Context: an optimization exercise on an open-source flow, tuned for small area, a short achievable clock period and few clock cycles. The choices shown serve that exercise and are no tape-out recipe.
In this exercise RTL edits were held to simulation tests only and were not proved equivalent to the original.
The clock input has no modelled driver; a real chip could not lean on it and would need a root buffer or a full tree.
Power and IR drop assume default switching activity.

// matriscarpici
module matriscarpici #(parameter M=8)(
    input clk,
    input rst,
    input [M-1:0] matris_veri,
    input matris_gecerli,
    output reg [2*M+1:0] carpim_veri,
    output reg carpim_gecerli
    );
For scale: about 890 cells after synthesis, roughly 230 flip-flops.
clock: 9.0 ns
lec_check: 0
cap_margin: 20
core_margin: 2
core_utilization: 40
cts_cluster_diameter: 150
cts_cluster_size: 30
place_density: 0.6
slew_margin: 20
standard.sh (not shown) runs the stock make flow with config.mk's settings and CLKGATE_MAP_FILE= SYNTH_SCRIPT=/design/flow/synth_recipe.tcl, a recipe that flattens the netlist after the stock synthesis.
==> flow/flow/run.sh <==
#!/bin/bash
set -euo pipefail
bash standard.sh SETUP_SLACK_MARGIN=6.0 "BUFFER_PORTS_ARGS=-buffer_cell sky130_fd_sc_hd__buf_4" finish > standard.log 2>&1
The starting point finished with timing, DRC and antenna clean.
Testbench counts at the start, summed over its fixed seeds: cycles 10,248.
Next try:
==> flow/flow/run.sh (replaced) <==
#!/bin/bash
set -euo pipefail
bash standard.sh SETUP_SLACK_MARGIN=6.0 "BUFFER_PORTS_ARGS=-buffer_cell sky130_fd_sc_hd__buf_4" \
  "CTS_ARGS=-sink_clustering_enable -repair_clock_nets -sink_clustering_size 30 -sink_clustering_max_diameter 150 -num_static_layers 0 -sink_clustering_levels 1 -balance_levels" \
  finish > standard.log 2>&1
After rerunning: Cell count does not change; utilization does not change; setup slack stays the same; design area is unchanged; global-route usage does not change; sequential power is about the same; area after synthesis is unchanged.
Next try:
==> flow/flow/run.sh (replaced) <==
#!/bin/bash
set -euo pipefail
bash standard.sh SETUP_SLACK_MARGIN=5.9 "BUFFER_PORTS_ARGS=-buffer_cell sky130_fd_sc_hd__buf_2" finish > standard.log 2>&1
--- a/flow/config.mk
+++ b/flow/config.mk
@@ -10,5 +10,5 @@
 export CORE_UTILIZATION = 40
 export CTS_CLUSTER_DIAMETER = 150
-export CTS_CLUSTER_SIZE = 30
-export PLACE_DENSITY = 0.6
+export CTS_CLUSTER_SIZE = 26
+export PLACE_DENSITY = 0.65
 export SLEW_MARGIN = 20
After rerunning:
- The new run completed without violations
- sequential cell count stays the same
- worst setup slack improved by 0.016 ns
- die area does not change
- design area goes down by 0.33%
- sequential power is about the same
Next try:
==> flow/flow/run.sh (replaced) <==
#!/bin/bash
set -euo pipefail
bash standard.sh SETUP_SLACK_MARGIN=6.0 "BUFFER_PORTS_ARGS=-buffer_cell sky130_fd_sc_hd__buf_4" finish > standard.log 2>&1
--- a/flow/config.mk
+++ b/flow/config.mk
@@ -9,6 +9,4 @@
 export CORE_MARGIN = 2
 export CORE_UTILIZATION = 40
-export CTS_CLUSTER_DIAMETER = 150
-export CTS_CLUSTER_SIZE = 26
-export PLACE_DENSITY = 0.65
+export PLACE_DENSITY = 0.6
 export SLEW_MARGIN = 20
Setup slack gets worse by 0.028 ns.
Sequential power hardly moves.
Via count grows by a few percent.
Count of clock-buffer cells in the layout grows by 19.
Worst hold slack is about the same.
Next try:
==> flow/run.sh (new file) <==
#!/bin/bash
# synth_recipe.tcl (not shown) runs the flow's synth.tcl, then flattens the netlist and writes it again
# the make line also repeats each setting of config.mk as NAME=value (left out here)
make -C /OpenROAD-flow-scripts/flow DESIGN_CONFIG=/design/flow/config.mk WORK_HOME=/design/flow/orfs CLKGATE_MAP_FILE= SYNTH_SCRIPT=/design/flow/synth_recipe.tcl finish
removed: flow/flow/run.sh
removed: flow/standard.sh
The changed run finished clean.
Design area is about the same.
Utilization went down by 0.12 points.
Routed wire length went down by 2.7%.
Sequential share of layout area went up by 0.12 points.
Total power went down by 4.2%.
Count of clock-buffer cells in the layout is unchanged.
Clock power went down by about 10%.
Cell count is about the same.


Setup of old:
Starting RTL as in the previous note.
Settings: LEC_CHECK=0, CAP_MARGIN=20, CORE_MARGIN=2, CORE_UTILIZATION=40, CTS_CLUSTER_DIAMETER=150, CTS_CLUSTER_SIZE=30, PLACE_DENSITY=0.6, SLEW_MARGIN=20; clock period 9.0 ns.
==> flow/flow/run.sh <==
#!/bin/bash
set -euo pipefail
bash standard.sh SETUP_SLACK_MARGIN=6.0 "BUFFER_PORTS_ARGS=-buffer_cell sky130_fd_sc_hd__buf_2" finish > standard.log 2>&1
Testbench counts of old, summed over its fixed seeds: cycles 10,248.
Input-level comparison between new and old:
- CTS_CLUSTER_SIZE now 26, was 30
## What came out
- Relative to old, fraction of power consumed by combinational cells has decreased by 0.4 points in new.
- The maximum frequency on old is in line with that on new.
- Changes observed in new relative to old: hold buffer count at CTS neither gained nor lost much, share of power burned in registers lost 0.7 points.
- Delta (new minus old): met3 usage higher, final instance area higher, first-iteration DRC count higher, worst setup slack higher, core utilization higher.


matriscarpici again, from the RTL that the note above started with.
clock: 9.0 ns
lec_check: 0
cap_margin: 20
core_margin: 2
core_utilization: 40
cts_cluster_diameter: 150
cts_cluster_size: 26
place_density: 0.6
slew_margin: 20
==> flow/flow/run.sh <==
#!/bin/bash
set -euo pipefail
ARGS=(SETUP_SLACK_MARGIN=6.2 "BUFFER_PORTS_ARGS=-buffer_cell sky130_fd_sc_hd__buf_2")
bash standard.sh "${ARGS[@]}" cts > standard_cts.log 2>&1
RES=orfs/results/sky130hd/matriscarpici/base openroad -no_init -exit flow/flatten_clock.tcl > flatten_clock.log 2>&1
bash standard.sh "${ARGS[@]}" finish > standard.log 2>&1
==> flow/flow/flatten_clock.tcl <==
# Take out the clock tree's middle level: the leaf clock buffers are driven
# straight from the root buffer, which shortens the clock path of every
# register alike. The dummy clock loads CTS added for balancing go too.
set res $::env(RES)
read_db $res/4_cts.odb
set block [ord::get_db_block]
set root_net [$block findNet clknet_0_clk]
if {$root_net eq "NULL" || $root_net eq ""} { error "no clknet_0_clk" }
set mids {}
foreach inst [$block getInsts] {
  set n [$inst getName]
  if {[string match "clkbuf_1_*" $n]} { lappend mids $inst }
}
foreach inst $mids {
  set name [$inst getName]
  set out [[$inst findITerm X] getNet]
  set loads {}
  foreach it [$out getITerms] {
    if {[$it getInst] ne $inst} { lappend loads $it }
  }
  odb::dbInst_destroy $inst
  foreach it $loads {
    set li [$it getInst]
    if {[string match "clkload*" [$li getName]]} {
      odb::dbInst_destroy $li
    } else {
      $it connect $root_net
    }
  }
  odb::dbNet_destroy $out
  puts "removed $name -> [llength $loads] loads moved"
}
# leaf-level dummy loads
foreach inst [$block getInsts] {
  set name [$inst getName]
  if {[string match "clkload*" $name]} {
    puts "removed dummy load $name"
    odb::dbInst_destroy $inst
  }
}
write_db $res/4_cts.odb
The starting point ran to the end with no violations.
Testbench counts at the start, summed over its fixed seeds: cycles 10,248.
Next try:
==> flow/flow/run.sh (replaced) <==
#!/bin/bash
set -euo pipefail
bash standard.sh SETUP_SLACK_MARGIN=5.8 "BUFFER_PORTS_ARGS=-buffer_cell sky130_fd_sc_hd__buf_4" finish > standard.log 2>&1
CTS_CLUSTER_SIZE = 24   (was 26)
removed: flow/flow/flatten_clock.tcl
Effect:
- The changed run completed without violations
- hold slack is better by 8.1 ps
- final cell count is lower by 0.86%
- routed wire length goes down by 0.75%
- sequential cell count does not change
- total power increases by 0.81%
- clock skew hardly moves
- register-to-register slack gets worse by 110 ps
- first-iteration DRC count is higher by 4.0%
- design area came out lower by 0.78%
- die area stays the same
- utilization drops by 0.35 points


## run A
matriscarpici again, from the RTL that the note above started with.
==> flow/design.v (excerpt) <==
module matriscarpici #(parameter M=8)(
    input clk,
    input rst,
    input [M-1:0] matris_veri,
    input matris_gecerli,
    output reg [2*M+1:0] carpim_veri,
    output reg carpim_gecerli
    );
clock: 9.0 ns
lec_check: 0
cap_margin: 20
core_margin: 2
core_utilization: 40
cts_cluster_diameter: 150
cts_cluster_size: 30
place_density: 0.6
slew_margin: 20
==> flow/flow/run.sh <==
#!/bin/bash
set -euo pipefail
bash standard.sh SETUP_SLACK_MARGIN=6.15 "BUFFER_PORTS_ARGS=-buffer_cell sky130_fd_sc_hd__buf_4" finish > standard.log 2>&1
Testbench counts of run A, summed over its fixed seeds: cycles 10,248.
## Diff of input files: run B against run A
- swapping 30 for 24 in CTS_CLUSTER_SIZE
==> flow/flow/run.sh <==
#!/bin/bash
set -euo pipefail
bash standard.sh SETUP_SLACK_MARGIN=6.3 "BUFFER_PORTS_ARGS=-buffer_cell sky130_fd_sc_hd__buf_4" finish > standard.log 2>&1
## What came out
- Comparing run B and run A, final period utilization is lower on run A.
- Diff run A..run B | detailed-routing iteration count for the pre-antenna-repair pass | unchanged
- Between run B and run A, final-layout non-clock buffer area share is lower for run A, run B comes in above that.
- In the metrics for run B and run A, the one carrying the lower clock power share is run A.
- In run B, total length of routed wires is higher than in run A.
- In the flow results for run B and run A, the total length of routed met3 wires is smaller on run A.
- Going from run A to run B, sequential share of cell area shrinks by 0.69 points.
- Fmax was lower in run B than in run A.
- Run B vs. run A: final design area excluding fillers picked up an extra 200 µm²; shortest clock period the worst path allows after layout +0.027 ns; via count of the first global-routing pass rose by 164.
Relative to run B, the following input files were edited for run C:
- swapping 40 for 55 in CORE_UTILIZATION
- swapping 0.6 for 0.7 in PLACE_DENSITY
==> comparison <==
Comparing run C against run B, there is no change at all in register bit count reported by yosys. Diff run B -> run C: via count of the first global-routing pass moved up; wire length moved down. Comparing run C against run B, there is no change at all in count of cells along the worst register-to-register path.
Setup changes, run C to run D
- PLACE_DENSITY changed from 0.7 to 0.6
- CORE_UTILIZATION changed from 55 to 40
- CTS_CLUSTER_SIZE changed from 24 to 26
==> flow/flow/run.sh <==
#!/bin/bash
set -euo pipefail
ARGS=(SETUP_SLACK_MARGIN=6.0 "BUFFER_PORTS_ARGS=-buffer_cell sky130_fd_sc_hd__buf_2")
bash standard.sh "${ARGS[@]}" cts > standard_cts.log 2>&1
RES=orfs/results/sky130hd/matriscarpici/base openroad -no_init -exit flow/flatten_clock.tcl > flatten_clock.log 2>&1
bash standard.sh "${ARGS[@]}" finish > standard.log 2>&1
==> flow/flow/flatten_clock.tcl (new file) <==
# Take out the clock tree's middle level: the leaf clock buffers are driven
# straight from the root buffer, which shortens the clock path of every
# register alike. The dummy clock loads CTS added for balancing go too.
set res $::env(RES)
read_db $res/4_cts.odb
set block [ord::get_db_block]
set root_net [$block findNet clknet_0_clk]
if {$root_net eq "NULL" || $root_net eq ""} { error "no clknet_0_clk" }
set mids {}
foreach inst [$block getInsts] {
  set n [$inst getName]
  if {[string match "clkbuf_1_*" $n]} { lappend mids $inst }
}
foreach inst $mids {
  set name [$inst getName]
  set out [[$inst findITerm X] getNet]
  set loads {}
  foreach it [$out getITerms] {
    if {[$it getInst] ne $inst} { lappend loads $it }
  }
  odb::dbInst_destroy $inst
  foreach it $loads {
    set li [$it getInst]
    if {[string match "clkload*" [$li getName]]} {
      odb::dbInst_destroy $li
    } else {
      $it connect $root_net
    }
  }
  odb::dbNet_destroy $out
  puts "removed $name -> [llength $loads] loads moved"
}
# leaf-level dummy loads
foreach inst [$block getInsts] {
  set name [$inst getName]
  if {[string match "clkload*" $name]} {
    puts "removed dummy load $name"
    odb::dbInst_destroy $inst
  }
}
write_db $res/4_cts.odb
--- outcome ---
carpim_veri[12] as the capture point of the critical path was reported by run C, and r1b[16] by run D.
Total power improves in run D relative to run C.
Layout clock buffer count: higher on run C
The starting density of the core of run D is lower than that of run C.
On final critical-path setup slack: between run D and run C, it ends up higher for run D.
Relative to run C, the final cell area reported for run D is lower.

afterwards: timing with drivers on the ports:
How much do the figures lean on ideal ports? The routed layouts below were timed once more, with nothing changed but the port constraints.
Step 1 (the two cells are an assumption about what drives the block):
set clk [get_ports {clk}]
set_driving_cell -lib_cell sky130_fd_sc_hd__clkbuf_16 $clk
set_driving_cell -lib_cell sky130_fd_sc_hd__buf_2 [delete_from_list [all_inputs] $clk]
Step 2 also shifts input and output timing later by t, the mid clock arrival at the registers, as if the neighbouring blocks saw the same clock.
Slacks: ideal ports / drivers / drivers and shift; pairs: ideal ports / drivers.
| run | t (ns) | setup WS [ns] | worst setup path after step 2 |
|---|---|---|---|
| the first run of note 1 | 0.517 | 6.079 / 6.034 / 6.103 | register to register |
| the second run of note 1 | 0.517 | 6.079 / 6.034 / 6.103 | register to register |
| the third run of note 1 | 0.526 | 6.094 / 6.045 / 6.118 | register to register |
| the fourth run of note 1 | 0.567 | 6.066 / 6.019 / 6.101 | register to register |
| the fifth run of note 1 | 0.556 | 5.727 / 5.681 / 5.888 | register to register |
| old | 0.518 | 6.094 / 6.045 / 6.150 | register to register |
| new | 0.522 | 6.098 / 6.049 / 6.148 | register to register |
| the first run of note 3 | 0.457 | 6.172 / 6.124 / 6.202 | register to register |
| the second run of note 3 | 0.526 | 6.086 / 6.046 / 6.086 | register to register |
| run A | 0.516 | 6.127 / 6.082 / 6.183 | register to register |
| run B | 0.528 | 6.100 / 6.053 / 6.236 | input to register |
| run C | 0.508 | 6.068 / 6.024 / 6.305 | input to register |
| run D | 0.458 | 6.155 / 6.122 / 6.155 | register to register |
After both steps every run listed still meets setup and hold.
